Source: an optimization exercise on an open RTL-to-GDS flow (aim: small area and a short achievable clock period). Production flows keep margins and buffers that such runs may drop.
Where RTL was checked, it was by simulation tests only, not by an equivalence proof against the original.
Power is estimated from default activity; no workload was simulated.

Design alu, start of the top module:
module alu(
		input  FPUCLK,
		input  [31:0] A, B,
		input  [2:0]  CTRL,
		output reg [31:0] OUT
	);
Size: ~1400 cells after synthesis, roughly 100 I/O pins, ~0.011 mm^2 of cells after synthesis.
==> flow/config.mk <==
export PLATFORM = sky130hd
export DESIGN_NAME = alu
export DESIGN_NICKNAME = alu
export VERILOG_FILES = /design/flow/design.v
export SDC_FILE = /design/flow/constraint.sdc
export NUM_CORES = 4
export LEC_CHECK = 0
export ABC_AREA = 1
export CAP_MARGIN = 20
export CORE_MARGIN = 2
export CORE_UTILIZATION = 40
export CTS_CLUSTER_DIAMETER = 100
export CTS_CLUSTER_SIZE = 30
export SETUP_SLACK_MARGIN = 3.0
export SLEW_MARGIN = 20
==> flow/constraint.sdc <==
create_clock -name core_clock -period 5.5 [get_ports {FPUCLK}]
set_input_delay 1.1000 -clock core_clock [delete_from_list [all_inputs] [get_ports {FPUCLK}]]
set_output_delay 1.1000 -clock core_clock [all_outputs]
set_load 0.01 [all_outputs]
standard.sh (not shown) runs the stock make flow with config.mk's settings and CLKGATE_MAP_FILE= SYNTH_SCRIPT=/design/flow/synth_recipe.tcl, a recipe that flattens the netlist after the stock synthesis.
==> flow/flow/run.sh <==
#!/bin/bash
set -euo pipefail
bash standard.sh \
  "BUFFER_PORTS_ARGS=-buffer_cell sky130_fd_sc_hd__buf_2" \
  finish > make_finish.log 2>&1
The starting point completed without violations.
Rerun with:
- CTS_CLUSTER_DIAMETER: 100 -> default
- CTS_CLUSTER_SIZE: 30 -> default
Sequential power barely changes; utilization does not change; synthesized area does not change.
Rerun with:
- ABC_AREA: 1 -> 0
- SETUP_SLACK_MARGIN: 3.0 -> 3.3
The new run went through all stages and came out clean.
Sequential power climbs by a few percent.
Sequential share of layout area drops by 1.5 points.
Global-route usage drops by 1.1 points.
Flip-flop and latch count does not change.
Final cell count drops by about a fifth.
Rerun with:
- SETUP_SLACK_MARGIN: 3.3 -> 3.0
=>
- The new run completed with no timing, DRC or antenna violations
- critical path depth shrinks by 1
- utilization drops by 1.9 points
- wire length drops by 4.5%
- fmax went up by 2.4%
- clock power stays flat
- total power decreases by 4.6%
No run of this note included a check of the RTL's function; only the layout flow was run.

========
Setup of indigo:
alu, a different RTL version from the one above (not shown whole).
Size in the first run: ~1500 cells after synthesis, roughly 190 flip-flops, roughly 100 I/O pins.
export LEC_CHECK = 0
export ABC_AREA = 1
export CAP_MARGIN = 20
export CORE_MARGIN = 2
export CORE_UTILIZATION = 40
export SETUP_SLACK_MARGIN = 3.3
export SLEW_MARGIN = 20
create_clock -name core_clock -period 5.5 [get_ports {FPUCLK}]
Scripts as last shown in full above: flow/flow/run.sh
### indigo -> yarrow
Settings: SETUP_SLACK_MARGIN now 3.2, was 3.3.
Results
- Net switching power (yarrow vs. indigo) decreases by a few percent
- From indigo to yarrow the numbers moved as follows: number of nets in the final layout -10, worst hold slack shows no meaningful change, buffer count from post-CTS setup fixing has decreased.
- Between yarrow and indigo, it is yarrow whose minimum period implied by the final worst setup slack is higher, by 6.8 ps.
- In yarrow, power share of the clock group is higher than in indigo.
- Wire: yarrow routes less than indigo
> inputs changed (yarrow -> maple)
Settings: SETUP_SLACK_MARGIN changed from 3.2 to 2.9.
Findings:
maple was carried through to the last stage, and its layout satisfied the timing, design-rule and antenna checks. As far as number of vias per cell after detailed routing is concerned, yarrow and maple perform about the same. As far as register clock-pin slew on the reported worst setup and hold paths is concerned, maple and yarrow perform about the same. Lower wire length among maple and yarrow: maple. Of maple and yarrow, the higher worst relative slew slack belongs to yarrow. maple vs. yarrow: global-route total usage across every layer went down by 0.43 points; least setup slack across all paths after layout went down by 150 ps; minimum setup slack among reg-to-reg paths went down by 150 ps.
What sierra does differently from maple at the input level:
Settings: SETUP_SLACK_MARGIN now 3.1, was 2.9.
Findings:
Diff maple -> sierra: critical path data arrival time fell by 140 ps; slack of the critical path rose by 130 ps; net switching power rose by 1.2%; overall power stayed essentially flat; critical path depth stayed essentially flat. Mux share of post-synthesis cell area came out exactly the same in sierra and maple. sierra falls short of maple in final area. Final-report max-slew violation count of sierra is on par with maple. Summary: with maple as the reference, total power density per cell area in sierra moved down slightly. Any difference in total vias in the final route between maple and sierra is small enough to ignore.
No functional check of the RTL was part of any run of this note.

========
Another version of the RTL of alu (not shown whole).
Size: about 190 flip-flops, about 100 I/O pins, ~11000 um^2 of cells after synthesis.
==> flow/design.v (excerpt) <==
module alu(
		input  FPUCLK,
		input  [31:0] A, B,
		input  [2:0]  CTRL,
		output [31:0] OUT
	);
	wire        v_in = (CTRL[2:1] == 2'b00);
	wire [31:0] ca = {A[30:0], 1'b0}, cb = {B[30:0], 1'b0};
	wire [31:0] cg0 = ca & ~cb, cl0 = ~ca & cb;
	wire [15:0] cg1, cl1;
	wire [7:0]  cg2, cl2;
	wire [3:0]  cg3, cl3;
	wire [1:0]  cg4, cl4;
	genvar ci;
	generate
		for (ci = 0; ci < 16; ci = ci + 1) begin : c1
			assign cg1[ci] = cg0[2*ci+1] | (~cl0[2*ci+1] & cg0[2*ci]);
			assign cl1[ci] = cl0[2*ci+1] | (~cg0[2*ci+1] & cl0[2*ci]);
		end
		for (ci = 0; ci < 8; ci = ci + 1) begin : c2
			assign cg2[ci] = cg1[2*ci+1] | (~cl1[2*ci+1] & cg1[2*ci]);
			assign cl2[ci] = cl1[2*ci+1] | (~cg1[2*ci+1] & cl1[2*ci]);
		end
		for (ci = 0; ci < 4; ci = ci + 1) begin : c3
			assign cg3[ci] = cg2[2*ci+1] | (~cl2[2*ci+1] & cg2[2*ci]);
			assign cl3[ci] = cl2[2*ci+1] | (~cg2[2*ci+1] & cl2[2*ci]);
		end
		for (ci = 0; ci < 2; ci = ci + 1) begin : c4
			assign cg4[ci] = cg3[2*ci+1] | (~cl3[2*ci+1] & cg3[2*ci]);
			assign cl4[ci] = cl3[2*ci+1] | (~cg3[2*ci+1] & cl3[2*ci]);
		end
	endgenerate
	wire        agb  = ~(cl4[1] | (~cg4[1] & cl4[0]));	 
	wire        ageb = ~cl3[3];					 
	wire [7:0]  dab  = A[30:23] - B[30:23];
	wire [7:0]  dba  = B[30:23] - A[30:23];
	wire [7:0]  d    = ageb ? dab : dba;
	wire [4:0]  d5   = (d[7:5] != 3'b000) ? 5'd31 : d[4:0];
	reg  [22:0] ma0, mb0;
	reg  [7:0]  e0;
	reg  [4:0]  d0;
	reg         sa0, sb0, agb0, nagb0, v0;
	always @(posedge FPUCLK) begin
		ma0  <= A[22:0];
		mb0  <= B[22:0];
		e0   <= ageb ? A[30:23] : B[30:23];
		d0   <= d5;
		sa0  <= A[31];
		sb0  <= B[31] ^ CTRL[0];		 
		agb0 <= agb;
  ...
==> flow/config.mk <==
export PLATFORM = sky130hd
export DESIGN_NAME = alu
export DESIGN_NICKNAME = alu
export VERILOG_FILES = /design/flow/design.v
export SDC_FILE = /design/flow/constraint.sdc
export NUM_CORES = 4
export LEC_CHECK = 0
export ABC_AREA = 1
export CAP_MARGIN = 20
export CORE_MARGIN = 2
export CORE_UTILIZATION = 40
export PLACE_DENSITY = 0.75
export SETUP_SLACK_MARGIN = 3.1
export SLEW_MARGIN = 20
==> flow/constraint.sdc <==
create_clock -name core_clock -period 5.5 [get_ports {FPUCLK}]
set_input_delay 1.1000 -clock core_clock [delete_from_list [all_inputs] [get_ports {FPUCLK}]]
set_output_delay 1.1000 -clock core_clock [all_outputs]
set_load 0.01 [all_outputs]
==> flow/flow/run.sh <==
#!/bin/bash
set -euo pipefail
bash standard.sh \
  "BUFFER_PORTS_ARGS=-buffer_cell sky130_fd_sc_hd__buf_1" \
  finish > make_finish.log 2>&1
Edit:
--- a/flow/config.mk
+++ b/flow/config.mk
@@ -11,4 +11,3 @@
 export CORE_UTILIZATION = 40
-export PLACE_DENSITY = 0.75
-export SETUP_SLACK_MARGIN = 3.1
+export SETUP_SLACK_MARGIN = 3.05
 export SLEW_MARGIN = 20
Routed wire length climbs by 2.4%.
Cell count is about the same.
Non-clock buffer count climbs by 2.
Via count drops by 0.91%.
Power climbs by 0.75%.
Die area stays the same.
Setup slack gets worse by 0.027 ns.
Final area drops by 0.38%.
Hold slack gets worse by 0.0060 ns.
Edit:
--- a/flow/config.mk
+++ b/flow/config.mk
@@ -11,3 +11,3 @@
 export CORE_UTILIZATION = 40
-export SETUP_SLACK_MARGIN = 3.05
+export SETUP_SLACK_MARGIN = 3.1
 export SLEW_MARGIN = 20
=> The changed run passed the timing, design-rule and antenna checks; fmax goes up by 2.5%; final cell count barely changes; setup slack gains 0.058 ns; hold slack stays flat; routed wire length goes down by 1.4%; via count goes down by 0.72%; first-iteration DRC count goes down by 2.6%.
Edit:
--- a/flow/config.mk
+++ b/flow/config.mk
@@ -11,2 +11,3 @@
 export CORE_UTILIZATION = 40
+export GPL_ROUTABILITY_DRIVEN = 0
 export SETUP_SLACK_MARGIN = 3.1
Effect: Final area climbs by 0.44%. Sequential power stays flat. Synthesized cell count is unchanged. Power drops by 0.70%. Utilization climbs by 0.21 points.

static timing again, ports no longer ideal:
In the flow no input, the clock included, has a driving cell. The finished layouts below were timed again as built, in two steps.
Step 1, drivers: a clkbuf_16 drives FPUCLK and a buf_2 each remaining input, both assumed.
Step 2 adds t to the input delays and takes it off the output delays; t is the mean of the earliest and latest rising clock arrival at the registers after step 1. Input paths then give back, and output paths get back, about the clock's delay inside the block.
Slacks: no drivers / after step 1 / after step 2; pairs: no drivers / after step 1.
run | shift t [ns] | setup WS [ns] | hold slack, ns | clock arrival spread, ns | slew at the worst register clock pin (ns)
the first run of note 1 | 0.477 | 2.987 / 2.984 / 2.507 | 0.316 / 0.316 / 0.316 | 0.017 / 0.018 | 0.08 / 0.08
the second run of note 1 | 0.477 | 2.987 / 2.984 / 2.507 | 0.316 / 0.316 / 0.316 | 0.017 / 0.018 | 0.08 / 0.08
the third run of note 1 | 0.478 | 2.449 / 2.449 / 2.279 | 0.327 / 0.327 / 0.327 | 0.023 / 0.022 | 0.08 / 0.08
the fourth run of note 1 | 0.478 | 2.521 / 2.521 / 2.230 | 0.329 / 0.329 / 0.329 | 0.015 / 0.015 | 0.08 / 0.08
indigo | 0.474 | 3.003 / 3.003 / 2.759 | 0.324 / 0.324 / 0.324 | 0.015 / 0.015 | 0.08 / 0.08
yarrow | 0.475 | 2.996 / 2.996 / 2.654 | 0.327 / 0.327 / 0.327 | 0.009 / 0.009 | 0.07 / 0.07
maple | 0.475 | 2.844 / 2.844 / 2.605 | 0.322 / 0.322 / 0.322 | 0.016 / 0.016 | 0.08 / 0.08
sierra | 0.478 | 2.976 / 2.976 / 2.743 | 0.324 / 0.324 / 0.324 | 0.019 / 0.019 | 0.08 / 0.08
the first run of note 3 | 0.478 | 3.142 / 3.092 / 2.757 | 0.328 / 0.328 / 0.328 | 0.031 / 0.031 | 0.08 / 0.08
the second run of note 3 | 0.480 | 3.115 / 3.066 / 2.694 | 0.322 / 0.322 / 0.322 | 0.016 / 0.016 | 0.08 / 0.08
the third run of note 3 | 0.473 | 3.173 / 3.129 / 2.766 | 0.321 / 0.321 / 0.321 | 0.014 / 0.014 | 0.08 / 0.08
the fourth run of note 3 | 0.477 | 3.127 / 3.079 / 2.738 | 0.326 / 0.326 / 0.326 | 0.008 / 0.009 | 0.07 / 0.07
After both steps setup and hold are still met in every run listed.
